Context: an optimization exercise on an open-source flow, tuned for small area, a short achievable clock period and few clock cycles per item. The choices shown serve that exercise and are no tape-out recipe.
No run shown here included a check of the RTL's function; only the layout flow was run.

[design/flow/config.mk]
export PLATFORM = sky130hd
export DESIGN_NAME = arctan
export DESIGN_NICKNAME = arctan
export VERILOG_FILES = /design/flow/design.v
export SDC_FILE = /design/flow/constraint.sdc
export NUM_CORES = 4
export LEC_CHECK = 0
export CAP_MARGIN = 20
export CORE_MARGIN = 2
export CORE_UTILIZATION = 40
export SETUP_SLACK_MARGIN = 1.3
export SLEW_MARGIN = 20
[design/flow/constraint.sdc]
create_clock -name core_clock -period 5.0 [get_ports {s00_axis_aclk}]
set_input_delay 1.0000 -clock core_clock [delete_from_list [all_inputs] [get_ports {s00_axis_aclk}]]
set_output_delay 1.0000 -clock core_clock [all_outputs]
set_load 0.01 [all_outputs]
[design/flow/design.v]
module arctan #
	(
		parameter integer C_S00_AXIS_TDATA_WIDTH	= 32,
		parameter integer C_M00_AXIS_TDATA_WIDTH	= 32,
    parameter integer ITERATIONS = 16
	)
	(
		input wire  s00_axis_aclk, s00_axis_aresetn,
		input wire  s00_axis_tlast, s00_axis_tvalid,
		input wire [C_S00_AXIS_TDATA_WIDTH-1 : 0] s00_axis_tdata,
		input wire [(C_S00_AXIS_TDATA_WIDTH/8)-1: 0] s00_axis_tstrb,
		output logic  s00_axis_tready,
		input wire  m00_axis_aclk, m00_axis_aresetn,
		input wire  m00_axis_tready,
		output logic  m00_axis_tvalid, m00_axis_tlast,
		output logic [C_M00_AXIS_TDATA_WIDTH-1 : 0] m00_axis_tdata,
		output logic [(C_M00_AXIS_TDATA_WIDTH/8)-1: 0] m00_axis_tstrb
	);
  logic ov;   
  wire adv = m00_axis_tready | ~ov;
  assign s00_axis_tready = adv;
  logic s0_v;
  logic [4:0] s0_side;
  logic signed [15:0] s0_x, s0_y;
  logic [1:0] s0_q;
  logic s1_v;
  logic [4:0] s1_side;
  logic signed [15:0] s1_x, s1_y;
  logic [1:0] s1_q;
  logic [0:0] s1_b;
  logic s2_v;
  logic [4:0] s2_side;
  logic signed [15:0] s2_x, s2_y;
  logic [1:0] s2_q;
  logic [1:0] s2_b;
  logic s3_v;
  logic [4:0] s3_side;
  logic signed [15:0] s3_x, s3_y;
  logic [1:0] s3_q;
  logic [2:0] s3_b;
  logic s4_v;
  logic [4:0] s4_side;
  logic signed [15:0] s4_x, s4_y;
  logic [1:0] s4_q;
  logic [3:0] s4_b;
  logic s5_v;
  logic [4:0] s5_side;
  logic signed [15:0] s5_x, s5_y;
  logic [1:0] s5_q;
  logic [4:0] s5_b;
  logic s6_v;
  logic [4:0] s6_side;
  logic signed [15:0] s6_x, s6_y;
  logic [1:0] s6_q;
  logic [5:0] s6_b;
  logic s7_v;
  logic [4:0] s7_side;
  logic signed [15:0] s7_x, s7_y;
  logic [1:0] s7_q;
  logic [6:0] s7_b;
  logic s8_v;
  logic [4:0] s8_side;
  logic signed [15:0] s8_x, s8_y;
  logic [1:0] s8_q;
  logic [7:0] s8_b;
  logic s9_v;
  logic [4:0] s9_side;
  logic signed [15:0] s9_x, s9_y;
  logic [1:0] s9_q;
  logic [8:0] s9_b;
  logic s10_v;
  logic [4:0] s10_side;
  logic signed [15:0] s10_x, s10_y;
  logic [1:0] s10_q;
  logic [9:0] s10_b;
  logic s11_v;
  logic [4:0] s11_side;
  logic signed [15:0] s11_x, s11_y;
  logic [1:0] s11_q;
  logic [10:0] s11_b;
  logic s12_v;
  logic [4:0] s12_side;
  logic signed [15:0] s12_x, s12_y;
  logic [1:0] s12_q;
  logic [11:0] s12_b;
  logic s13_v;
  logic [4:0] s13_side;
  logic signed [15:0] s13_x, s13_y;
  logic [1:0] s13_q;
  logic [12:0] s13_b;
  logic s14_v;
  logic [4:0] s14_side;
  logic signed [18:0] s14_r;
  logic [1:0] s14_bl;
  wire c0_neg = s00_axis_tdata[15:0][15];
  wire c0_yneg = s00_axis_tdata[31:16][15];
  logic signed [15:0] c0_xf, c0_yf;
  assign c0_xf = (s00_axis_tdata[15:0] ^ {16{c0_neg}}) + 16'(c0_neg);
  assign c0_yf = (s00_axis_tdata[31:16] ^ {16{c0_neg}}) + 16'(c0_neg);
  always_ff @(posedge s00_axis_aclk) begin
    if (s00_axis_aresetn == 1'b0) s0_v <= 1'b0;
    else if (adv) s0_v <= s00_axis_tvalid;
  end
  always_ff @(posedge s00_axis_aclk) begin
    if (adv) begin
      s0_x <= c0_xf;
      s0_y <= c0_yf;
      s0_q <= {c0_neg, c0_yneg};
      s0_side <= {s00_axis_tlast, s00_axis_tstrb};
    end
  end
  wire c1_d0 = ~s0_y[15];   
  logic signed [15:0] c1_x1, c1_y1;
  logic signed [15:0] c1_x1_op;
  assign c1_x1_op = (s0_y >>> 0);
  logic [16:0] c1_x1_s;
  assign c1_x1_s = {s0_x, 1'b1} + {c1_x1_op ^ {16{~c1_d0}}, ~c1_d0};
  assign c1_x1 = c1_x1_s[16:1];
  logic signed [15:0] c1_y1_op;
  assign c1_y1_op = (s0_x >>> 0);
  logic [16:0] c1_y1_s;
  assign c1_y1_s = {s0_y, 1'b1} + {c1_y1_op ^ {16{c1_d0}}, c1_d0};
  assign c1_y1 = c1_y1_s[16:1];
  logic [0:0] c1_b;
  assign c1_b = {c1_d0};
  always_ff @(posedge s00_axis_aclk) begin
    if (s00_axis_aresetn == 1'b0) s1_v <= 1'b0;
    else if (adv) s1_v <= s0_v;
  end
  always_ff @(posedge s00_axis_aclk) begin
    if (adv) begin
      s1_x <= c1_x1;
      s1_y <= c1_y1;
      s1_q <= s0_q;
      s1_b <= c1_b;
      s1_side <= s0_side;
    end
  end
  wire c2_d1 = ~s1_y[15];   
  logic signed [15:0] c2_x2, c2_y2;
  logic signed [15:0] c2_x2_op;
  assign c2_x2_op = (s1_y >>> 1);
  logic [16:0] c2_x2_s;
  assign c2_x2_s = {s1_x, 1'b1} + {c2_x2_op ^ {16{~c2_d1}}, ~c2_d1};
  assign c2_x2 = c2_x2_s[16:1];
  logic signed [15:0] c2_y2_op;
  assign c2_y2_op = (s1_x >>> 1);
  logic [16:0] c2_y2_s;
  assign c2_y2_s = {s1_y, 1'b1} + {c2_y2_op ^ {16{c2_d1}}, c2_d1};
  assign c2_y2 = c2_y2_s[16:1];
  logic [1:0] c2_b;
  assign c2_b = {c2_d1, s1_b};
  always_ff @(posedge s00_axis_aclk) begin
    if (s00_axis_aresetn == 1'b0) s2_v <= 1'b0;
    else if (adv) s2_v <= s1_v;
  end
  always_ff @(posedge s00_axis_aclk) begin
    if (adv) begin
      s2_x <= c2_x2;
      s2_y <= c2_y2;
      s2_q <= s1_q;
      s2_b <= c2_b;
      s2_side <= s1_side;
    end
  end
  wire c3_d2 = ~s2_y[15];   
  logic signed [15:0] c3_x3, c3_y3;
  logic signed [15:0] c3_x3_op;
  assign c3_x3_op = (s2_y >>> 2);
  logic [16:0] c3_x3_s;
  assign c3_x3_s = {s2_x, 1'b1} + {c3_x3_op ^ {16{~c3_d2}}, ~c3_d2};
  assign c3_x3 = c3_x3_s[16:1];
  logic signed [15:0] c3_y3_op;
  assign c3_y3_op = (s2_x >>> 2);
  logic [16:0] c3_y3_s;
  assign c3_y3_s = {s2_y, 1'b1} + {c3_y3_op ^ {16{c3_d2}}, c3_d2};
  assign c3_y3 = c3_y3_s[16:1];
  logic [2:0] c3_b;
  assign c3_b = {c3_d2, s2_b};
  always_ff @(posedge s00_axis_aclk) begin
    if (s00_axis_aresetn == 1'b0) s3_v <= 1'b0;
    else if (adv) s3_v <= s2_v;
  end
  always_ff @(posedge s00_axis_aclk) begin
    if (adv) begin
      s3_x <= c3_x3;
      s3_y <= c3_y3;
      s3_q <= s2_q;
      s3_b <= c3_b;
      s3_side <= s2_side;
    end
  end
  wire c4_d3 = ~s3_y[15];   
  logic signed [15:0] c4_x4, c4_y4;
  logic signed [15:0] c4_x4_op;
  assign c4_x4_op = (s3_y >>> 3);
  logic [16:0] c4_x4_s;
  assign c4_x4_s = {s3_x, 1'b1} + {c4_x4_op ^ {16{~c4_d3}}, ~c4_d3};
  assign c4_x4 = c4_x4_s[16:1];
  logic signed [15:0] c4_y4_op;
  assign c4_y4_op = (s3_x >>> 3);
  logic [16:0] c4_y4_s;
  assign c4_y4_s = {s3_y, 1'b1} + {c4_y4_op ^ {16{c4_d3}}, c4_d3};
  assign c4_y4 = c4_y4_s[16:1];
  logic [3:0] c4_b;
  assign c4_b = {c4_d3, s3_b};
  always_ff @(posedge s00_axis_aclk) begin
    if (s00_axis_aresetn == 1'b0) s4_v <= 1'b0;
    else if (adv) s4_v <= s3_v;
  end
  always_ff @(posedge s00_axis_aclk) begin
    if (adv) begin
      s4_x <= c4_x4;
      s4_y <= c4_y4;
      s4_q <= s3_q;
      s4_b <= c4_b;
      s4_side <= s3_side;
    end
  end
  wire c5_d4 = ~s4_y[15];   
  logic signed [15:0] c5_x5, c5_y5;
  logic signed [15:0] c5_x5_op;
  assign c5_x5_op = (s4_y >>> 4);
  logic [16:0] c5_x5_s;
  assign c5_x5_s = {s4_x, 1'b1} + {c5_x5_op ^ {16{~c5_d4}}, ~c5_d4};
  assign c5_x5 = c5_x5_s[16:1];
  logic signed [15:0] c5_y5_op;
  assign c5_y5_op = (s4_x >>> 4);
  logic [16:0] c5_y5_s;
  assign c5_y5_s = {s4_y, 1'b1} + {c5_y5_op ^ {16{c5_d4}}, c5_d4};
  assign c5_y5 = c5_y5_s[16:1];
  logic [4:0] c5_b;
  assign c5_b = {c5_d4, s4_b};
  always_ff @(posedge s00_axis_aclk) begin
    if (s00_axis_aresetn == 1'b0) s5_v <= 1'b0;
    else if (adv) s5_v <= s4_v;
  end
  always_ff @(posedge s00_axis_aclk) begin
    if (adv) begin
      s5_x <= c5_x5;
      s5_y <= c5_y5;
      s5_q <= s4_q;
      s5_b <= c5_b;
      s5_side <= s4_side;
    end
  end
  wire c6_d5 = ~s5_y[15];   
  logic signed [15:0] c6_x6, c6_y6;
  logic signed [15:0] c6_x6_op;
  assign c6_x6_op = (s5_y >>> 5);
  logic [16:0] c6_x6_s;
  assign c6_x6_s = {s5_x, 1'b1} + {c6_x6_op ^ {16{~c6_d5}}, ~c6_d5};
  assign c6_x6 = c6_x6_s[16:1];
  logic signed [15:0] c6_y6_op;
  assign c6_y6_op = (s5_x >>> 5);
  logic [16:0] c6_y6_s;
  assign c6_y6_s = {s5_y, 1'b1} + {c6_y6_op ^ {16{c6_d5}}, c6_d5};
  assign c6_y6 = c6_y6_s[16:1];
  logic [5:0] c6_b;
  assign c6_b = {c6_d5, s5_b};
  always_ff @(posedge s00_axis_aclk) begin
    if (s00_axis_aresetn == 1'b0) s6_v <= 1'b0;
    else if (adv) s6_v <= s5_v;
  end
  always_ff @(posedge s00_axis_aclk) begin
    if (adv) begin
      s6_x <= c6_x6;
      s6_y <= c6_y6;
      s6_q <= s5_q;
      s6_b <= c6_b;
      s6_side <= s5_side;
    end
  end
  wire c7_d6 = ~s6_y[15];   
  logic signed [15:0] c7_x7, c7_y7;
  logic signed [15:0] c7_x7_op;
  assign c7_x7_op = (s6_y >>> 6);
  logic [16:0] c7_x7_s;
  assign c7_x7_s = {s6_x, 1'b1} + {c7_x7_op ^ {16{~c7_d6}}, ~c7_d6};
  assign c7_x7 = c7_x7_s[16:1];
  logic signed [15:0] c7_y7_op;
  assign c7_y7_op = (s6_x >>> 6);
  logic [16:0] c7_y7_s;
  assign c7_y7_s = {s6_y, 1'b1} + {c7_y7_op ^ {16{c7_d6}}, c7_d6};
  assign c7_y7 = c7_y7_s[16:1];
  logic [6:0] c7_b;
  assign c7_b = {c7_d6, s6_b};
  always_ff @(posedge s00_axis_aclk) begin
    if (s00_axis_aresetn == 1'b0) s7_v <= 1'b0;
    else if (adv) s7_v <= s6_v;
  end
  always_ff @(posedge s00_axis_aclk) begin
    if (adv) begin
      s7_x <= c7_x7;
      s7_y <= c7_y7;
      s7_q <= s6_q;
      s7_b <= c7_b;
      s7_side <= s6_side;
    end
  end
  wire c8_d7 = ~s7_y[15];   
  logic signed [15:0] c8_x8, c8_y8;
  logic signed [15:0] c8_x8_op;
  assign c8_x8_op = (s7_y >>> 7);
  logic [16:0] c8_x8_s;
  assign c8_x8_s = {s7_x, 1'b1} + {c8_x8_op ^ {16{~c8_d7}}, ~c8_d7};
  assign c8_x8 = c8_x8_s[16:1];
  logic signed [15:0] c8_y8_op;
  assign c8_y8_op = (s7_x >>> 7);
  logic [16:0] c8_y8_s;
  assign c8_y8_s = {s7_y, 1'b1} + {c8_y8_op ^ {16{c8_d7}}, c8_d7};
  assign c8_y8 = c8_y8_s[16:1];
  logic [7:0] c8_b;
  assign c8_b = {c8_d7, s7_b};
  always_ff @(posedge s00_axis_aclk) begin
    if (s00_axis_aresetn == 1'b0) s8_v <= 1'b0;
    else if (adv) s8_v <= s7_v;
  end
  always_ff @(posedge s00_axis_aclk) begin
    if (adv) begin
      s8_x <= c8_x8;
      s8_y <= c8_y8;
      s8_q <= s7_q;
      s8_b <= c8_b;
      s8_side <= s7_side;
    end
  end
  wire c9_d8 = ~s8_y[15];   
  logic signed [15:0] c9_x9, c9_y9;
  logic signed [15:0] c9_x9_op;
  assign c9_x9_op = (s8_y >>> 8);
  logic [16:0] c9_x9_s;
  assign c9_x9_s = {s8_x, 1'b1} + {c9_x9_op ^ {16{~c9_d8}}, ~c9_d8};
  assign c9_x9 = c9_x9_s[16:1];
  logic signed [15:0] c9_y9_op;
  assign c9_y9_op = (s8_x >>> 8);
  logic [16:0] c9_y9_s;
  assign c9_y9_s = {s8_y, 1'b1} + {c9_y9_op ^ {16{c9_d8}}, c9_d8};
  assign c9_y9 = c9_y9_s[16:1];
  logic [8:0] c9_b;
  assign c9_b = {c9_d8, s8_b};
  always_ff @(posedge s00_axis_aclk) begin
    if (s00_axis_aresetn == 1'b0) s9_v <= 1'b0;
    else if (adv) s9_v <= s8_v;
  end
  always_ff @(posedge s00_axis_aclk) begin
    if (adv) begin
      s9_x <= c9_x9;
      s9_y <= c9_y9;
      s9_q <= s8_q;
      s9_b <= c9_b;
      s9_side <= s8_side;
    end
  end
  wire c10_d9 = ~s9_y[15];   
  logic signed [15:0] c10_x10, c10_y10;
  logic signed [15:0] c10_x10_op;
  assign c10_x10_op = (s9_y >>> 9);
  logic [16:0] c10_x10_s;
  assign c10_x10_s = {s9_x, 1'b1} + {c10_x10_op ^ {16{~c10_d9}}, ~c10_d9};
  assign c10_x10 = c10_x10_s[16:1];
  logic signed [15:0] c10_y10_op;
  assign c10_y10_op = (s9_x >>> 9);
  logic [16:0] c10_y10_s;
  assign c10_y10_s = {s9_y, 1'b1} + {c10_y10_op ^ {16{c10_d9}}, c10_d9};
  assign c10_y10 = c10_y10_s[16:1];
  logic [9:0] c10_b;
  assign c10_b = {c10_d9, s9_b};
  always_ff @(posedge s00_axis_aclk) begin
    if (s00_axis_aresetn == 1'b0) s10_v <= 1'b0;
    else if (adv) s10_v <= s9_v;
  end
  always_ff @(posedge s00_axis_aclk) begin
    if (adv) begin
      s10_x <= c10_x10;
      s10_y <= c10_y10;
      s10_q <= s9_q;
      s10_b <= c10_b;
      s10_side <= s9_side;
    end
  end
  wire c11_d10 = ~s10_y[15];   
  logic signed [15:0] c11_x11, c11_y11;
  logic signed [15:0] c11_x11_op;
  assign c11_x11_op = (s10_y >>> 10);
  logic [16:0] c11_x11_s;
  assign c11_x11_s = {s10_x, 1'b1} + {c11_x11_op ^ {16{~c11_d10}}, ~c11_d10};
  assign c11_x11 = c11_x11_s[16:1];
  logic signed [15:0] c11_y11_op;
  assign c11_y11_op = (s10_x >>> 10);
  logic [16:0] c11_y11_s;
  assign c11_y11_s = {s10_y, 1'b1} + {c11_y11_op ^ {16{c11_d10}}, c11_d10};
  assign c11_y11 = c11_y11_s[16:1];
  logic [10:0] c11_b;
  assign c11_b = {c11_d10, s10_b};
  always_ff @(posedge s00_axis_aclk) begin
    if (s00_axis_aresetn == 1'b0) s11_v <= 1'b0;
    else if (adv) s11_v <= s10_v;
  end
  always_ff @(posedge s00_axis_aclk) begin
    if (adv) begin
      s11_x <= c11_x11;
      s11_y <= c11_y11;
      s11_q <= s10_q;
      s11_b <= c11_b;
      s11_side <= s10_side;
    end
  end
  wire c12_d11 = ~s11_y[15];   
  logic signed [15:0] c12_x12, c12_y12;
  logic signed [15:0] c12_x12_op;
  assign c12_x12_op = (s11_y >>> 11);
  logic [16:0] c12_x12_s;
  assign c12_x12_s = {s11_x, 1'b1} + {c12_x12_op ^ {16{~c12_d11}}, ~c12_d11};
  assign c12_x12 = c12_x12_s[16:1];
  logic signed [15:0] c12_y12_op;
  assign c12_y12_op = (s11_x >>> 11);
  logic [16:0] c12_y12_s;
  assign c12_y12_s = {s11_y, 1'b1} + {c12_y12_op ^ {16{c12_d11}}, c12_d11};
  assign c12_y12 = c12_y12_s[16:1];
  logic [11:0] c12_b;
  assign c12_b = {c12_d11, s11_b};
  always_ff @(posedge s00_axis_aclk) begin
    if (s00_axis_aresetn == 1'b0) s12_v <= 1'b0;
    else if (adv) s12_v <= s11_v;
  end
  always_ff @(posedge s00_axis_aclk) begin
    if (adv) begin
      s12_x <= c12_x12;
      s12_y <= c12_y12;
      s12_q <= s11_q;
      s12_b <= c12_b;
      s12_side <= s11_side;
    end
  end
  wire c13_d12 = ~s12_y[15];   
  logic signed [15:0] c13_x13, c13_y13;
  logic signed [15:0] c13_x13_op;
  assign c13_x13_op = (s12_y >>> 12);
  logic [16:0] c13_x13_s;
  assign c13_x13_s = {s12_x, 1'b1} + {c13_x13_op ^ {16{~c13_d12}}, ~c13_d12};
  assign c13_x13 = c13_x13_s[16:1];
  logic signed [15:0] c13_y13_op;
  assign c13_y13_op = (s12_x >>> 12);
  logic [16:0] c13_y13_s;
  assign c13_y13_s = {s12_y, 1'b1} + {c13_y13_op ^ {16{c13_d12}}, c13_d12};
  assign c13_y13 = c13_y13_s[16:1];
  logic [12:0] c13_b;
  assign c13_b = {c13_d12, s12_b};
  always_ff @(posedge s00_axis_aclk) begin
    if (s00_axis_aresetn == 1'b0) s13_v <= 1'b0;
    else if (adv) s13_v <= s12_v;
  end
  always_ff @(posedge s00_axis_aclk) begin
    if (adv) begin
      s13_x <= c13_x13;
      s13_y <= c13_y13;
      s13_q <= s12_q;
      s13_b <= c13_b;
      s13_side <= s12_side;
    end
  end
  wire c14_d13 = ~s13_y[15];   
  logic signed [15:0] c14_y14;
  logic signed [15:0] c14_y14_op;
  assign c14_y14_op = (s13_x >>> 13);
  logic [16:0] c14_y14_s;
  assign c14_y14_s = {s13_y, 1'b1} + {c14_y14_op ^ {16{c14_d13}}, c14_d13};
  assign c14_y14 = c14_y14_s[16:1];
  wire c14_d14 = ~c14_y14[15];   
  logic signed [18:0] c14_k;
  always_comb begin
    case ({s13_q, s13_b[4:0]})
      7'd0: c14_k = -19'sd57109;
      7'd1: c14_k = -19'sd5639;
      7'd2: c14_k = -19'sd26725;
      7'd3: c14_k = 19'sd24745;
      7'd4: c14_k = -19'sd41055;
      7'd5: c14_k = 19'sd10415;
      7'd6: c14_k = -19'sd10671;
      7'd7: c14_k = 19'sd40799;
      7'd8: c14_k = -19'sd48961;
      7'd9: c14_k = 19'sd2509;
      7'd10: c14_k = -19'sd18577;
      7'd11: c14_k = 19'sd32893;
      7'd12: c14_k = -19'sd32907;
      7'd13: c14_k = 19'sd18563;
      7'd14: c14_k = -19'sd2523;
      7'd15: c14_k = 19'sd48947;
      7'd16: c14_k = -19'sd53019;
      7'd17: c14_k = -19'sd1549;
      7'd18: c14_k = -19'sd22635;
      7'd19: c14_k = 19'sd28835;
      7'd20: c14_k = -19'sd36965;
      7'd21: c14_k = 19'sd14505;
      7'd22: c14_k = -19'sd6581;
      7'd23: c14_k = 19'sd44889;
      7'd24: c14_k = -19'sd44871;
      7'd25: c14_k = 19'sd6599;
      7'd26: c14_k = -19'sd14487;
      7'd27: c14_k = 19'sd36983;
      7'd28: c14_k = -19'sd28817;
      7'd29: c14_k = 19'sd22653;
      7'd30: c14_k = 19'sd1567;
      7'd31: c14_k = 19'sd53037;
      7'd32: c14_k = -19'sd57109;
      7'd33: c14_k = -19'sd5639;
      7'd34: c14_k = -19'sd26725;
      7'd35: c14_k = 19'sd24745;
      7'd36: c14_k = -19'sd41055;
      7'd37: c14_k = 19'sd10415;
      7'd38: c14_k = -19'sd10671;
      7'd39: c14_k = 19'sd40799;
      7'd40: c14_k = -19'sd48961;
      7'd41: c14_k = 19'sd2509;
      7'd42: c14_k = -19'sd18577;
      7'd43: c14_k = 19'sd32893;
      7'd44: c14_k = -19'sd32907;
      7'd45: c14_k = 19'sd18563;
      7'd46: c14_k = -19'sd2523;
      7'd47: c14_k = 19'sd48947;
      7'd48: c14_k = -19'sd53019;
      7'd49: c14_k = -19'sd1549;
      7'd50: c14_k = -19'sd22635;
      7'd51: c14_k = 19'sd28835;
      7'd52: c14_k = -19'sd36965;
      7'd53: c14_k = 19'sd14505;
      7'd54: c14_k = -19'sd6581;
      7'd55: c14_k = 19'sd44889;
      7'd56: c14_k = -19'sd44871;
      7'd57: c14_k = 19'sd6599;
      7'd58: c14_k = -19'sd14487;
      7'd59: c14_k = 19'sd36983;
      7'd60: c14_k = -19'sd28817;
      7'd61: c14_k = 19'sd22653;
      7'd62: c14_k = 19'sd1567;
      7'd63: c14_k = 19'sd53037;
      7'd64: c14_k = 19'sd45834;
      7'd65: c14_k = 19'sd97304;
      7'd66: c14_k = 19'sd76218;
      7'd67: c14_k = 19'sd127688;
      7'd68: c14_k = 19'sd61888;
      7'd69: c14_k = 19'sd113358;
      7'd70: c14_k = 19'sd92272;
      7'd71: c14_k = 19'sd143742;
      7'd72: c14_k = 19'sd53982;
      7'd73: c14_k = 19'sd105452;
      7'd74: c14_k = 19'sd84366;
      7'd75: c14_k = 19'sd135836;
      7'd76: c14_k = 19'sd70036;
      7'd77: c14_k = 19'sd121506;
      7'd78: c14_k = 19'sd100420;
      7'd79: c14_k = 19'sd151890;
      7'd80: c14_k = 19'sd49924;
      7'd81: c14_k = 19'sd101394;
      7'd82: c14_k = 19'sd80308;
      7'd83: c14_k = 19'sd131778;
      7'd84: c14_k = 19'sd65978;
      7'd85: c14_k = 19'sd117448;
      7'd86: c14_k = 19'sd96362;
      7'd87: c14_k = 19'sd147832;
      7'd88: c14_k = 19'sd58072;
      7'd89: c14_k = 19'sd109542;
      7'd90: c14_k = 19'sd88456;
      7'd91: c14_k = 19'sd139926;
      7'd92: c14_k = 19'sd74126;
      7'd93: c14_k = 19'sd125596;
      7'd94: c14_k = 19'sd104510;
      7'd95: c14_k = 19'sd155980;
      7'd96: c14_k = -19'sd160052;
      7'd97: c14_k = -19'sd108582;
      7'd98: c14_k = -19'sd129668;
      7'd99: c14_k = -19'sd78198;
      7'd100: c14_k = -19'sd143998;
      7'd101: c14_k = -19'sd92528;
      7'd102: c14_k = -19'sd113614;
      7'd103: c14_k = -19'sd62144;
      7'd104: c14_k = -19'sd151904;
      7'd105: c14_k = -19'sd100434;
      7'd106: c14_k = -19'sd121520;
      7'd107: c14_k = -19'sd70050;
      7'd108: c14_k = -19'sd135850;
      7'd109: c14_k = -19'sd84380;
      7'd110: c14_k = -19'sd105466;
      7'd111: c14_k = -19'sd53996;
      7'd112: c14_k = -19'sd155962;
      7'd113: c14_k = -19'sd104492;
      7'd114: c14_k = -19'sd125578;
      7'd115: c14_k = -19'sd74108;
      7'd116: c14_k = -19'sd139908;
      7'd117: c14_k = -19'sd88438;
      7'd118: c14_k = -19'sd109524;
      7'd119: c14_k = -19'sd58054;
      7'd120: c14_k = -19'sd147814;
      7'd121: c14_k = -19'sd96344;
      7'd122: c14_k = -19'sd117430;
      7'd123: c14_k = -19'sd65960;
      7'd124: c14_k = -19'sd131760;
      7'd125: c14_k = -19'sd80290;
      7'd126: c14_k = -19'sd101376;
      7'd127: c14_k = -19'sd49906;
      default: c14_k = '0;
    endcase
  end
  logic [18:0] c14_g0;
  always_comb begin
    case (s13_b[12:5])
      8'd0: c14_g0 = 19'd0;
      8'd1: c14_g0 = 19'd2046;
      8'd2: c14_g0 = 19'd1022;
      8'd3: c14_g0 = 19'd3068;
      8'd4: c14_g0 = 19'd510;
      8'd5: c14_g0 = 19'd2556;
      8'd6: c14_g0 = 19'd1532;
      8'd7: c14_g0 = 19'd3578;
      8'd8: c14_g0 = 19'd254;
      8'd9: c14_g0 = 19'd2300;
      8'd10: c14_g0 = 19'd1276;
      8'd11: c14_g0 = 19'd3322;
      8'd12: c14_g0 = 19'd764;
      8'd13: c14_g0 = 19'd2810;
      8'd14: c14_g0 = 19'd1786;
      8'd15: c14_g0 = 19'd3832;
      8'd16: c14_g0 = 19'd126;
      8'd17: c14_g0 = 19'd2172;
      8'd18: c14_g0 = 19'd1148;
      8'd19: c14_g0 = 19'd3194;
      8'd20: c14_g0 = 19'd636;
      8'd21: c14_g0 = 19'd2682;
      8'd22: c14_g0 = 19'd1658;
      8'd23: c14_g0 = 19'd3704;
      8'd24: c14_g0 = 19'd380;
      8'd25: c14_g0 = 19'd2426;
      8'd26: c14_g0 = 19'd1402;
      8'd27: c14_g0 = 19'd3448;
      8'd28: c14_g0 = 19'd890;
      8'd29: c14_g0 = 19'd2936;
      8'd30: c14_g0 = 19'd1912;
      8'd31: c14_g0 = 19'd3958;
      8'd32: c14_g0 = 19'd62;
      8'd33: c14_g0 = 19'd2108;
      8'd34: c14_g0 = 19'd1084;
      8'd35: c14_g0 = 19'd3130;
      8'd36: c14_g0 = 19'd572;
      8'd37: c14_g0 = 19'd2618;
      8'd38: c14_g0 = 19'd1594;
      8'd39: c14_g0 = 19'd3640;
      8'd40: c14_g0 = 19'd316;
      8'd41: c14_g0 = 19'd2362;
      8'd42: c14_g0 = 19'd1338;
      8'd43: c14_g0 = 19'd3384;
      8'd44: c14_g0 = 19'd826;
      8'd45: c14_g0 = 19'd2872;
      8'd46: c14_g0 = 19'd1848;
      8'd47: c14_g0 = 19'd3894;
      8'd48: c14_g0 = 19'd188;
      8'd49: c14_g0 = 19'd2234;
      8'd50: c14_g0 = 19'd1210;
      8'd51: c14_g0 = 19'd3256;
      8'd52: c14_g0 = 19'd698;
      8'd53: c14_g0 = 19'd2744;
      8'd54: c14_g0 = 19'd1720;
      8'd55: c14_g0 = 19'd3766;
      8'd56: c14_g0 = 19'd442;
      8'd57: c14_g0 = 19'd2488;
      8'd58: c14_g0 = 19'd1464;
      8'd59: c14_g0 = 19'd3510;
      8'd60: c14_g0 = 19'd952;
      8'd61: c14_g0 = 19'd2998;
      8'd62: c14_g0 = 19'd1974;
      8'd63: c14_g0 = 19'd4020;
      8'd64: c14_g0 = 19'd30;
      8'd65: c14_g0 = 19'd2076;
      8'd66: c14_g0 = 19'd1052;
      8'd67: c14_g0 = 19'd3098;
      8'd68: c14_g0 = 19'd540;
      8'd69: c14_g0 = 19'd2586;
      8'd70: c14_g0 = 19'd1562;
      8'd71: c14_g0 = 19'd3608;
      8'd72: c14_g0 = 19'd284;
      8'd73: c14_g0 = 19'd2330;
      8'd74: c14_g0 = 19'd1306;
      8'd75: c14_g0 = 19'd3352;
      8'd76: c14_g0 = 19'd794;
      8'd77: c14_g0 = 19'd2840;
      8'd78: c14_g0 = 19'd1816;
      8'd79: c14_g0 = 19'd3862;
      8'd80: c14_g0 = 19'd156;
      8'd81: c14_g0 = 19'd2202;
      8'd82: c14_g0 = 19'd1178;
      8'd83: c14_g0 = 19'd3224;
      8'd84: c14_g0 = 19'd666;
      8'd85: c14_g0 = 19'd2712;
      8'd86: c14_g0 = 19'd1688;
      8'd87: c14_g0 = 19'd3734;
      8'd88: c14_g0 = 19'd410;
      8'd89: c14_g0 = 19'd2456;
      8'd90: c14_g0 = 19'd1432;
      8'd91: c14_g0 = 19'd3478;
      8'd92: c14_g0 = 19'd920;
      8'd93: c14_g0 = 19'd2966;
      8'd94: c14_g0 = 19'd1942;
      8'd95: c14_g0 = 19'd3988;
      8'd96: c14_g0 = 19'd92;
      8'd97: c14_g0 = 19'd2138;
      8'd98: c14_g0 = 19'd1114;
      8'd99: c14_g0 = 19'd3160;
      8'd100: c14_g0 = 19'd602;
      8'd101: c14_g0 = 19'd2648;
      8'd102: c14_g0 = 19'd1624;
      8'd103: c14_g0 = 19'd3670;
      8'd104: c14_g0 = 19'd346;
      8'd105: c14_g0 = 19'd2392;
      8'd106: c14_g0 = 19'd1368;
      8'd107: c14_g0 = 19'd3414;
      8'd108: c14_g0 = 19'd856;
      8'd109: c14_g0 = 19'd2902;
      8'd110: c14_g0 = 19'd1878;
      8'd111: c14_g0 = 19'd3924;
      8'd112: c14_g0 = 19'd218;
      8'd113: c14_g0 = 19'd2264;
      8'd114: c14_g0 = 19'd1240;
      8'd115: c14_g0 = 19'd3286;
      8'd116: c14_g0 = 19'd728;
      8'd117: c14_g0 = 19'd2774;
      8'd118: c14_g0 = 19'd1750;
      8'd119: c14_g0 = 19'd3796;
      8'd120: c14_g0 = 19'd472;
      8'd121: c14_g0 = 19'd2518;
      8'd122: c14_g0 = 19'd1494;
      8'd123: c14_g0 = 19'd3540;
      8'd124: c14_g0 = 19'd982;
      8'd125: c14_g0 = 19'd3028;
      8'd126: c14_g0 = 19'd2004;
      8'd127: c14_g0 = 19'd4050;
      8'd128: c14_g0 = 19'd14;
      8'd129: c14_g0 = 19'd2060;
      8'd130: c14_g0 = 19'd1036;
      8'd131: c14_g0 = 19'd3082;
      8'd132: c14_g0 = 19'd524;
      8'd133: c14_g0 = 19'd2570;
      8'd134: c14_g0 = 19'd1546;
      8'd135: c14_g0 = 19'd3592;
      8'd136: c14_g0 = 19'd268;
      8'd137: c14_g0 = 19'd2314;
      8'd138: c14_g0 = 19'd1290;
      8'd139: c14_g0 = 19'd3336;
      8'd140: c14_g0 = 19'd778;
      8'd141: c14_g0 = 19'd2824;
      8'd142: c14_g0 = 19'd1800;
      8'd143: c14_g0 = 19'd3846;
      8'd144: c14_g0 = 19'd140;
      8'd145: c14_g0 = 19'd2186;
      8'd146: c14_g0 = 19'd1162;
      8'd147: c14_g0 = 19'd3208;
      8'd148: c14_g0 = 19'd650;
      8'd149: c14_g0 = 19'd2696;
      8'd150: c14_g0 = 19'd1672;
      8'd151: c14_g0 = 19'd3718;
      8'd152: c14_g0 = 19'd394;
      8'd153: c14_g0 = 19'd2440;
      8'd154: c14_g0 = 19'd1416;
      8'd155: c14_g0 = 19'd3462;
      8'd156: c14_g0 = 19'd904;
      8'd157: c14_g0 = 19'd2950;
      8'd158: c14_g0 = 19'd1926;
      8'd159: c14_g0 = 19'd3972;
      8'd160: c14_g0 = 19'd76;
      8'd161: c14_g0 = 19'd2122;
      8'd162: c14_g0 = 19'd1098;
      8'd163: c14_g0 = 19'd3144;
      8'd164: c14_g0 = 19'd586;
      8'd165: c14_g0 = 19'd2632;
      8'd166: c14_g0 = 19'd1608;
      8'd167: c14_g0 = 19'd3654;
      8'd168: c14_g0 = 19'd330;
      8'd169: c14_g0 = 19'd2376;
      8'd170: c14_g0 = 19'd1352;
      8'd171: c14_g0 = 19'd3398;
      8'd172: c14_g0 = 19'd840;
      8'd173: c14_g0 = 19'd2886;
      8'd174: c14_g0 = 19'd1862;
      8'd175: c14_g0 = 19'd3908;
      8'd176: c14_g0 = 19'd202;
      8'd177: c14_g0 = 19'd2248;
      8'd178: c14_g0 = 19'd1224;
      8'd179: c14_g0 = 19'd3270;
      8'd180: c14_g0 = 19'd712;
      8'd181: c14_g0 = 19'd2758;
      8'd182: c14_g0 = 19'd1734;
      8'd183: c14_g0 = 19'd3780;
      8'd184: c14_g0 = 19'd456;
      8'd185: c14_g0 = 19'd2502;
      8'd186: c14_g0 = 19'd1478;
      8'd187: c14_g0 = 19'd3524;
      8'd188: c14_g0 = 19'd966;
      8'd189: c14_g0 = 19'd3012;
      8'd190: c14_g0 = 19'd1988;
      8'd191: c14_g0 = 19'd4034;
      8'd192: c14_g0 = 19'd44;
      8'd193: c14_g0 = 19'd2090;
      8'd194: c14_g0 = 19'd1066;
      8'd195: c14_g0 = 19'd3112;
      8'd196: c14_g0 = 19'd554;
      8'd197: c14_g0 = 19'd2600;
      8'd198: c14_g0 = 19'd1576;
      8'd199: c14_g0 = 19'd3622;
      8'd200: c14_g0 = 19'd298;
      8'd201: c14_g0 = 19'd2344;
      8'd202: c14_g0 = 19'd1320;
      8'd203: c14_g0 = 19'd3366;
      8'd204: c14_g0 = 19'd808;
      8'd205: c14_g0 = 19'd2854;
      8'd206: c14_g0 = 19'd1830;
      8'd207: c14_g0 = 19'd3876;
      8'd208: c14_g0 = 19'd170;
      8'd209: c14_g0 = 19'd2216;
      8'd210: c14_g0 = 19'd1192;
      8'd211: c14_g0 = 19'd3238;
      8'd212: c14_g0 = 19'd680;
      8'd213: c14_g0 = 19'd2726;
      8'd214: c14_g0 = 19'd1702;
      8'd215: c14_g0 = 19'd3748;
      8'd216: c14_g0 = 19'd424;
      8'd217: c14_g0 = 19'd2470;
      8'd218: c14_g0 = 19'd1446;
      8'd219: c14_g0 = 19'd3492;
      8'd220: c14_g0 = 19'd934;
      8'd221: c14_g0 = 19'd2980;
      8'd222: c14_g0 = 19'd1956;
      8'd223: c14_g0 = 19'd4002;
      8'd224: c14_g0 = 19'd106;
      8'd225: c14_g0 = 19'd2152;
      8'd226: c14_g0 = 19'd1128;
      8'd227: c14_g0 = 19'd3174;
      8'd228: c14_g0 = 19'd616;
      8'd229: c14_g0 = 19'd2662;
      8'd230: c14_g0 = 19'd1638;
      8'd231: c14_g0 = 19'd3684;
      8'd232: c14_g0 = 19'd360;
      8'd233: c14_g0 = 19'd2406;
      8'd234: c14_g0 = 19'd1382;
      8'd235: c14_g0 = 19'd3428;
      8'd236: c14_g0 = 19'd870;
      8'd237: c14_g0 = 19'd2916;
      8'd238: c14_g0 = 19'd1892;
      8'd239: c14_g0 = 19'd3938;
      8'd240: c14_g0 = 19'd232;
      8'd241: c14_g0 = 19'd2278;
      8'd242: c14_g0 = 19'd1254;
      8'd243: c14_g0 = 19'd3300;
      8'd244: c14_g0 = 19'd742;
      8'd245: c14_g0 = 19'd2788;
      8'd246: c14_g0 = 19'd1764;
      8'd247: c14_g0 = 19'd3810;
      8'd248: c14_g0 = 19'd486;
      8'd249: c14_g0 = 19'd2532;
      8'd250: c14_g0 = 19'd1508;
      8'd251: c14_g0 = 19'd3554;
      8'd252: c14_g0 = 19'd996;
      8'd253: c14_g0 = 19'd3042;
      8'd254: c14_g0 = 19'd2018;
      8'd255: c14_g0 = 19'd4064;
      default: c14_g0 = '0;
    endcase
  end
  logic signed [18:0] c14_r;
  assign c14_r = c14_k + c14_g0;
  logic [14:0] c14_b;
  assign c14_b = {c14_d14, c14_d13, s13_b};
  always_ff @(posedge s00_axis_aclk) begin
    if (s00_axis_aresetn == 1'b0) s14_v <= 1'b0;
    else if (adv) s14_v <= s13_v;
  end
  always_ff @(posedge s00_axis_aclk) begin
    if (adv) begin
      s14_r <= c14_r;
      s14_bl <= c14_b[14:13];
      s14_side <= s13_side;
    end
  end
  logic signed [18:0] c15_ph;
  assign c15_ph = s14_r + 19'({s14_bl[0] & s14_bl[1], s14_bl[0] & ~s14_bl[1], s14_bl[0] ^ s14_bl[1], 1'b0});
  logic signed [18:0] o_ph;
  logic [4:0] o_side;
  always_ff @(posedge s00_axis_aclk) begin
    if (s00_axis_aresetn == 1'b0) ov <= 1'b0;
    else if (adv) ov <= s14_v;
  end
  always_ff @(posedge s00_axis_aclk) begin
    if (adv) begin
      o_ph <= c15_ph;
      o_side <= s14_side;
    end
  end
  assign m00_axis_tvalid = ov;
  assign m00_axis_tdata = {{(C_M00_AXIS_TDATA_WIDTH-19){o_ph[18]}}, o_ph};
  assign m00_axis_tlast = o_side[4];
  assign m00_axis_tstrb = o_side[3:0];
endmodule
[design/flow/run.sh]
#!/bin/bash
# synth_recipe.tcl (not shown) runs the flow's synth.tcl, then flattens the netlist and writes it again
# the make line also repeats each setting of config.mk as NAME=value (left out here)
make -C /OpenROAD-flow-scripts/flow DESIGN_CONFIG=/design/flow/config.mk WORK_HOME=/design/flow/orfs CLKGATE_MAP_FILE= SYNTH_SCRIPT=/design/flow/synth_recipe.tcl finish
==> results of run 1 <==
[final cells by class]
class	count	area, sq um	area share (%)
sequential	706	20700	43.6
clock inverter	36	413	0.868
multi-input combinational	2824	20800	43.7
clock buffer	102	2180	4.58
inverter	109	425	0.895
tap	1391	1740	3.66
timing repair buffer	133	1260	2.65
[layer usage]
metal | GRT usage [%] | vias to the layer above | wire length [um] | part of all wire, %
met2 | 27.3 | 328 | 41000 | 50
met3 | 2.16 | 139 | 2300 | 2.8
met5 | 0 | - | 0 | 0
li1 | - | 13900 | - | -
met1 | 18.2 | 12500 | 35900 | 44
met4 | 5.08 | 0 | 2280 | 2.8
[repair_timing]
| item | in CTS | in global routing |
|---|---|---|
| setup endpoints to repair | 3 | 28 |
| setup buffers | 3 | 16 |
| hold buffers | 0 | 0 |
| resized for setup | 2 | 2 |
| endpoints found under the hold margin | 0 | 0 |
[cell families (layout without fill, tap and decap cells)]
family / count (synthesis) / in the layout / share of synthesized area (%)
flip-flops: 706 / 706 / 49.0
XOR/XNOR: 685 / 685 / 14.2
adder cells (fa/ha/maj): 370 / 370 / 11.0
AO/OA/AOI/OAI: 878 / 878 / 13.4
buffers and inverters: 194 / 380 / 1.88
multiplexers: 41 / 41 / 1.00
AND/OR/NAND/NOR: 850 / 850 / 9.53
[cell usage in the layout (no fill, tap or decap), types with 82 or more instances in the layout]
master | netlist | routed
xnor2_1 | 427 | 424
clkbuf_16 | 0 | 82
nand2_1 | 251 | 251
inv_1 | 108 | 107
edfxtp_1 | 660 | 660
ha_1 | 368 | 368
xor2_1 | 258 | 258
a21oi_1 | 246 | 246
nor2_1 | 243 | 243
a21o_1 | 121 | 121
o21ai_0 | 170 | 170
[path summary, 6_finish.rpt]
path	start	end	slack, ps	cells past startpoint
worst max-delay path	s5_y[15]	s6_y[15]	1560	10
worst min-delay path	s5_b[4]	s6_b[4]	410	0
worst max register to register	s5_y[15]	s6_y[15]	1560	10
worst min register to register	s5_b[4]	s6_b[4]	410	0
[stage by stage]
stage	setup slack [ps]	instance area [sq um]	util [%]	instances
after floorplan	834	42300	-	3724
after global placement	826	44700	42.6	5144
after detailed placement	890	44700	42.6	5144
after CTS	1310	47400	45.1	5285
after global routing	1300	47600	45.2	5301
final	1560	47600	45.2	5301
==> impl_metrics.env, run 1 <==
export IMPL_numCtsBuffers=78
export IMPL_syn_num_nets=4137
export IMPL_start_util_pct=40.2
export IMPL_rsz0062_at_grt="false"
export IMPL_fin_crit_sh_pct=68.8
export IMPL_h_tree_depth=3
export IMPL_synth_edf_count=660
export IMPL_end_kind="flip-flop"
export IMPL_setup_tns_ps=0
export IMPL_fin_crit_ps=3440
export IMPL_hold_violations=0
export IMPL_ys_seq_area_share_pct=49.0
export IMPL_slowest_delay_ps=750
export IMPL_grt_pass1_vias=26100
export IMPL_arrival_ps=3830
export IMPL_critPathMaxFanout=16
export IMPL_path_common_cell="a21o_1"
export IMPL_drt_iter0_markers=1265
export IMPL_dominantRegCellSynth="edfxtp_1"
export IMPL_synth_largest_area_cell="edfxtp_1"
export IMPL_cts_tree="done"
export IMPL_routed_wl_um=81500
export IMPL_crit_chain="buf_4 > xnor2_1 > ha_1 > a21o_1 > a21o_1 > a21o_1 > a221o_1 > a221o_1 > a21oi_1 > xor2_1"
export IMPL_drv_slew=0
export IMPL_cap_violations=0
export IMPL_antenna_found_initial=0
export IMPL_vias_per_cell=5.08
export IMPL_grt_usage_pct=15.1
export IMPL_hold_worst_slack_ps=415
export IMPL_io_pins=82
export IMPL_die_area_sq_um=108000
export IMPL_nFillCells=9692
export IMPL_dp_hpwl_um=61000
export IMPL_crit_slowest_cell="edfxtp_1"
export IMPL_crit_family="compound AO/OA/AOI/OAI gates"
export IMPL_routabilityCongestion=0.848
export IMPL_antennaDiodeCount=0
export IMPL_grt_ovfl_total=0
export IMPL_postSynthAreaPerCell_sq_um=11.4
export IMPL_slew_headroom_pct=42.0
export IMPL_worst_clock_skew_ps=14.9
export IMPL_cts_sinks=706
export IMPL_netlist_area_sq_um=42300
export IMPL_clock_path_buffers=3
export IMPL_firstDrtPassIters=5
export IMPL_ctsRootBufferMaster="clkbuf_16"
export IMPL_grt_pass1_wl_um=133000
export IMPL_fmax_mhz=291
export IMPL_cp_start_kind="flip-flop"
export IMPL_synth_warning_count=1
export IMPL_post_route_cells_drive_above_1_share_pct=5.42
export IMPL_yosys_area_top_type_share_pct=46.9
export IMPL_wire_per_inst_um=15.4
export IMPL_synthToLayoutAreaGrowth_pct=12.4
export IMPL_clk_pin_slew_worst_paths_ps=60
export IMPL_async_flop_share_pct=0
export IMPL_clock_latency_ps=650
export IMPL_required_ps=5390
export IMPL_worst_path_buf_inv=1
export IMPL_netlist_top_cells_area="edfxtp_1 (47%), ha_1 (11%), xnor2_1 (8.8%)"
export IMPL_detail_route_antenna_nets=0
export IMPL_tightestPinTransition_ps=859
export IMPL_yosysMostFrequentCell="edfxtp_1"
export IMPL_ys_seq_elements=706
export IMPL_yosys_top_cells_count="edfxtp_1 (660), xnor2_1 (427), ha_1 (368), xor2_1 (258), nand2_1 (251)"
export IMPL_placementRows=119
export IMPL_die_h_um=329
export IMPL_nNetsFinal=4265
export IMPL_vias=26900
export IMPL_grt_max_degree=126
export IMPL_coreArea_sq_um=105000
export IMPL_synth_distinct_cells=71
export IMPL_hold_path_class="reg -> reg"
export IMPL_setup_worst_path_class="reg -> reg"
export IMPL_setup_viol=0
export IMPL_port_buffers=79
export IMPL_die_w_um=329
export IMPL_drcViolationCount=0
export IMPL_postSynthCellCount=3724
export IMPL_status="no timing/DRC/antenna violations"
==> run 2: changes to the inputs <==
--- a/design/flow/config.mk
+++ b/design/flow/config.mk
@@ -10,3 +10,3 @@
 export CORE_UTILIZATION = 40
-export SETUP_SLACK_MARGIN = 1.3
+export SETUP_SLACK_MARGIN = 1.7
 export SLEW_MARGIN = 20
==> run 2 against run 1 <==
  * Still clean on timing, DRC and antenna
  * Count of clock-buffer cells in the layout increased by 2
  * Fmax grew 7.8%
  * Critical endpoint is now s2_x[14]
  * Setup slack gained 250 ps
  * Register-to-register slack better by 250 ps
  * Hold slack got worse by 8.0 ps
  * Sequential share of layout area shrank 0.51 points
  * First-iteration DRC count is 3.8% higher
  * Cell count is 0.68% higher
==> impl_metrics.env, run 2 <==
export IMPL_final_cell_mix="edfxtp_1 (660), xnor2_1 (422), ha_1 (365)"
export IMPL_grt_pass1_vias=26300
export IMPL_postSynthAreaPerCell_sq_um=11.4
export IMPL_slew_headroom_pct=28.7
export IMPL_grt_max_degree=166
export IMPL_async_flop_share_pct=0
export IMPL_grt_pass1_wl_um=136000
export IMPL_clock_path_buffers=3
export IMPL_fin_crit_sh_pct=63.8
export IMPL_die_area_sq_um=108000
export IMPL_yosys_area_top_type_share_pct=46.9
export IMPL_clock_latency_ps=640
export IMPL_cts_tree="done"
export IMPL_synth_warning_count=1
export IMPL_synthToLayoutAreaGrowth_pct=13.8
export IMPL_dp_cells=5144
export IMPL_dr_wl_met3_um=2660
export IMPL_port_buffers=79
export IMPL_dp_hpwl_um=61300
export IMPL_netlist_top_cells_area="edfxtp_1 (47%), ha_1 (11%), xnor2_1 (8.8%)"
export IMPL_coreArea_sq_um=105000
export IMPL_wire_per_inst_um=15.5
export IMPL_nNetsFinal=4298
export IMPL_die_w_um=329
export IMPL_die_h_um=329
export IMPL_tightestPinTransition_ps=1070
export IMPL_crit_slowest_cell="or4_4"
export IMPL_ys_seq_elements=706
export IMPL_cp_start_kind="flip-flop"
export IMPL_grt_ovfl_total=0
export IMPL_wl_met2_um=41000
export IMPL_cts_sinks=706
export IMPL_hold_path_class="reg -> reg"
export IMPL_worst_clock_skew_ps=28.4
export IMPL_critPathMaxFanout=7
export IMPL_setup_viol=0
export IMPL_drt_iter0_markers=1313
export IMPL_routed_wl_um=82900
export IMPL_netlist_area_sq_um=42300
export IMPL_ctsRootBufferMaster="clkbuf_16"
export IMPL_drv_slew=0
export IMPL_status="no timing/DRC/antenna violations"
export IMPL_synth_edf_count=660
export IMPL_arrival_ps=3580
export IMPL_stdcell_count=5337
export IMPL_syn_num_nets=4137
export IMPL_start_util_pct=40.2
export IMPL_dominantRegCellSynth="edfxtp_1"
export IMPL_drcViolationCount=0
export IMPL_yosysMostFrequentCell="edfxtp_1"
export IMPL_h_tree_depth=3
export IMPL_rsz0062_at_grt="true"
export IMPL_crit_chain="buf_6 > xor2_1 > ha_1 > and3_4 > a221o_1 > a21o_1 > or4_4 > o211a_1 > a311o_1 > a21oi_2 > xnor2_1"
export IMPL_ctsHoldBuffers=0
export IMPL_setup_worst_path_class="reg -> reg"
export IMPL_synth_largest_area_cell="edfxtp_1"
export IMPL_numCtsBuffers=82
export IMPL_routabilityCongestion=0.818
export IMPL_setup_tns_ps=0
export IMPL_vias_per_cell=5.07
export IMPL_final_common_cell="edfxtp_1"
export IMPL_yosys_top_cells_count="edfxtp_1 (660), xnor2_1 (427), ha_1 (368), xor2_1 (258), nand2_1 (251)"
export IMPL_placementRows=119
export IMPL_vias=27100
export IMPL_cap_violations=0
export IMPL_antenna_found_initial=1
export IMPL_detail_route_antenna_nets=0
export IMPL_end_kind="flip-flop"
export IMPL_fin_crit_ps=3190
export IMPL_io_pins=82
export IMPL_grt_usage_pct=15.4
export IMPL_clk_pin_slew_worst_paths_ps=70
export IMPL_wl_met1_um=37100
export IMPL_postSynthCellCount=3724
export IMPL_required_ps=5390
export IMPL_ys_seq_area_share_pct=49.0
export IMPL_synth_distinct_cells=71
export IMPL_post_route_cells_drive_above_1_share_pct=7.02
export IMPL_hold_violations=0
export IMPL_slowest_delay_ps=420
export IMPL_post_route_util_pct=45.8
export IMPL_firstDrtPassIters=5
export IMPL_fmax_mhz=313
export IMPL_antennaDiodeCount=0
export IMPL_topRoutingLayerUsed="met4"
run 2: cell counts after synthesis:
No cell type changed its count.
run 2: logic make-up after synthesis:
group,count (synthesis),share of synthesized area (%)
compound gates,878,13.4
xor+xnor,685,14.2
fa+ha+maj,370,11.0
buf+inv,194,1.88
flops,706,49.0
mux,41,1.00
simple gates,850,9.53
run 2: final cells by class:
cell class / instances / area (sq um)
inverters: 109 / 425
well taps: 1391 / 1740
multi-input cells: 2824 / 21000
flip-flops and latches: 706 / 20700
repair buffers: 162 / 1520
clock inverters: 41 / 419
clock buffers: 104 / 2250
fillers: 9717 / 57000
run 2: worst paths after layout:
check	cells after the start	slack, ps	to	from
min	0	410	s3_side[2]	s2_side[2]
max	11	1810	s2_x[14]	s1_y[15]
min reg2reg	0	410	s3_side[2]	s2_side[2]
max reg2reg	11	1810	s2_x[14]	s1_y[15]
run 2: timing repair:
item / in CTS / in global routing
pin swaps: 4 / 13
endpoints found under the setup margin: 73 / 43
buffers inserted: 30 / 18
gates resized for setup: 21 / 29
run 2: worst max-delay path: cells and delay by family (launching register included):
family | cells | cell delay (ps)
fa+ha+maj | 1 | 350
xor+xnor | 2 | 240
simple gates | 2 | 610
compound gates | 5 | 1210
buf+inv | 1 | 150
flops | 1 | 370
run 2: metal layers:
layer / vias to the layer above / global-route usage (%)
li1: 14000 / -
met1: 12600 / 19.3
met2: 364 / 27.3
met3: 120 / 2.57
met4: 0 / 4.41
met5: - / 0
run 2: through the flow:
step | setup WS (ps) | area, sq um | hold WS [ps]
finish | 1810 | 48100 | 407
global route | 1680 | 48100 | 414
CTS | 1700 | 47900 | 407
detailed placement | 705 | 44800 | 405
global placement | 734 | 44800 | 400
floorplan | 834 | 42400 | 386
==> run 3: changes to the inputs <==
--- a/design/flow/config.mk
+++ b/design/flow/config.mk
@@ -9,4 +9,4 @@
 export CORE_MARGIN = 2
-export CORE_UTILIZATION = 40
-export SETUP_SLACK_MARGIN = 1.7
+export CORE_UTILIZATION = 60
+export PLACE_DENSITY = 0.7
 export SLEW_MARGIN = 20
==> run 3 against run 2 <==
  * Area after synthesis unchanged
  * Utilization up 21 points
  * Non-clock buffer count is 46 lower
  * Clock skew shrank 1.3 ps
  * Via count grew 1.9%
  * Synthesized cell count unchanged
==> impl_metrics.env, run 3 <==
export IMPL_status="no timing/DRC/antenna violations"
export IMPL_clk_pin_slew_worst_paths_ps=60
export IMPL_fmax_mhz=245
export IMPL_drcViolationCount=0
export IMPL_cts_sinks=706
export IMPL_fin_crit_ps=4080
export IMPL_netlist_top_cells_area="edfxtp_1 (47%), ha_1 (11%), xnor2_1 (8.8%)"
export IMPL_nNetsFinal=4247
export IMPL_coreArea_sq_um=69900
export IMPL_ys_seq_area_share_pct=49.0
export IMPL_synth_warning_count=1
export IMPL_antenna_found_initial=1
export IMPL_placementRows=97
export IMPL_hold_worst_slack_ps=411
export IMPL_dpl_instance_area_sq_um=44200
export IMPL_setup_viol=0
export IMPL_synthToLayoutAreaGrowth_pct=10.5
export IMPL_grt_ovfl_total=0
export IMPL_grt_max_degree=157
export IMPL_die_h_um=270
export IMPL_arrival_ps=3080
export IMPL_ctsHoldBuffers=0
export IMPL_routed_wl_um=83100
export IMPL_yosys_top_cells_count="edfxtp_1 (660), xnor2_1 (427), ha_1 (368), xor2_1 (258), nand2_1 (251)"
export IMPL_fin_crit_sh_pct=81.5
export IMPL_start_util_pct=60.5
export IMPL_synth_largest_area_cell="edfxtp_1"
export IMPL_vias_per_cell=5.71
export IMPL_detail_route_antenna_nets=0
export IMPL_die_area_sq_um=72600
export IMPL_ys_seq_elements=706
export IMPL_pre_cts_slack_ps=709
export IMPL_postSynthCellCount=3724
export IMPL_end_kind="output pin"
export IMPL_syn_num_nets=4137
export IMPL_dp_cells=4695
export IMPL_final_cell_mix="edfxtp_1 (660), xnor2_1 (427), ha_1 (368)"
export IMPL_clock_latency_ps=620
export IMPL_grt_usage_pct=22.9
export IMPL_ctsRootBufferMaster="clkbuf_16"
export IMPL_cts_tree="done"
export IMPL_required_ps=4000
export IMPL_critPathMaxFanout=42
export IMPL_ctsResizeCount=0
export IMPL_wire_per_inst_um=17.2
export IMPL_slew_headroom_pct=31.7
export IMPL_stdcell_count=4837
export IMPL_clock_path_buffers=3
export IMPL_setup_worst_path_class="in -> out"
export IMPL_post_route_cells_drive_above_1_share_pct=4.90
export IMPL_worst_clock_skew_ps=27.2
export IMPL_post_route_util_pct=66.9
export IMPL_postSynthAreaPerCell_sq_um=11.4
export IMPL_grt_pass1_vias=27800
export IMPL_tightestPinTransition_ps=1020
export IMPL_firstDrtPassIters=6
export IMPL_cap_violations=0
export IMPL_hold_violations=0
export IMPL_yosysMostFrequentCell="edfxtp_1"
export IMPL_die_w_um=270
export IMPL_netlist_area_sq_um=42300
export IMPL_synth_edf_count=660
export IMPL_cp_start_kind="primary input"
export IMPL_numCtsBuffers=77
export IMPL_synth_distinct_cells=71
export IMPL_vias=27600
export IMPL_port_buffers=79
export IMPL_drt_iter0_markers=1731
export IMPL_rsz0062_at_grt="false"
export IMPL_async_flop_share_pct=0
export IMPL_dominantRegCellSynth="edfxtp_1"
export IMPL_dp_hpwl_um=62300
export IMPL_routabilityCongestion=0.872
export IMPL_worst_slack_ps=923
export IMPL_yosys_area_top_type_share_pct=46.9
export IMPL_nFillCells=5310
export IMPL_fin_area_sq_um=46800
export IMPL_io_pins=82
export IMPL_setup_tns_ps=0
export IMPL_hold_path_class="reg -> reg"
export IMPL_postCtsSetupRepairBufs=0
export IMPL_drv_slew=0
export IMPL_h_tree_depth=3
export IMPL_final_common_cell="edfxtp_1"
export IMPL_grt_pass1_wl_um=138000
[run 3: worst max-delay path, cell delays in order]
cell	delay, ps
clkdlybuf4s50_1	500
nor2b_4	530
inv_8	230
clkdlybuf4s50_1	760
[run 3: per-layer routing]
metal | part of all wire, % | global-route usage, % | vias up
li1 | - | - | 13900
met4 | 2.5 | 7.28 | 0
met1 | 45 | 29.8 | 13100
met3 | 4.0 | 3.30 | 134
met5 | 0 | 0 | -
met2 | 48 | 39.7 | 517
[run 3: worst paths after layout]
check / depth (start not counted) / start / slack [ps] / to
hold reg to reg: 0 / s11_b[6] / 410 / s12_b[6]
hold / removal: 0 / s11_b[6] / 410 / s12_b[6]
setup reg to reg: 10 / s3_y[15] / 1190 / s4_x[15]
setup / recovery: 4 / m00_axis_tready / 920 / s00_axis_tready
[run 3: logic make-up after synthesis]
logic type	share of synthesized area, %
buf+inv	1.88
xor+xnor	14.2
compound gates	13.4
fa+ha+maj	11.0
simple gates	9.53
mux	1.00
flops	49.0
[run 3: area by class of cell]
type	instances	area, sq um	area share [%]
clock buffer	102	2070	4.43
sequential	706	20700	44.4
tap	940	1180	2.52
multi-input combinational	2824	20800	44.4
antenna	1	2.50	0.00535
clock inverter	39	485	1.04
inverter	109	417	0.891
timing repair buffer	116	1090	2.33

## separate check: timing with driven ports
Ports are ideal in the flow. The routed layouts listed here were re-timed in OpenROAD. Step 1, drivers: a clkbuf_16 drives s00_axis_aclk and a buf_2 each remaining input, both assumed. Step 2 moves the port delays by t, midway between the first and last clock arrival at a register: inputs arrive t later, outputs are due t later. That takes back most of the time a late clock gives input paths. Slacks: ideal / step 1 / step 2; pairs: ideal / step 1.
| run | shift t [ns] | setup WS [ns] | latest minus earliest clock arrival (ns) |
|---|---|---|---|
| run 1 | 0.705 | 1.561 / 1.505 / 0.878 | 0.022 / 0.022 |
| run 2 | 0.699 | 1.810 / 1.810 / 1.172 | 0.030 / 0.031 |
| run 3 | 0.667 | 0.923 / 0.889 / 0.652 | 0.029 / 0.029 |
After both steps every run listed still meets setup and hold. The setup slack of run 1, which loses most, moves by -0.056 ns with the drivers and by -0.683 ns with both steps.
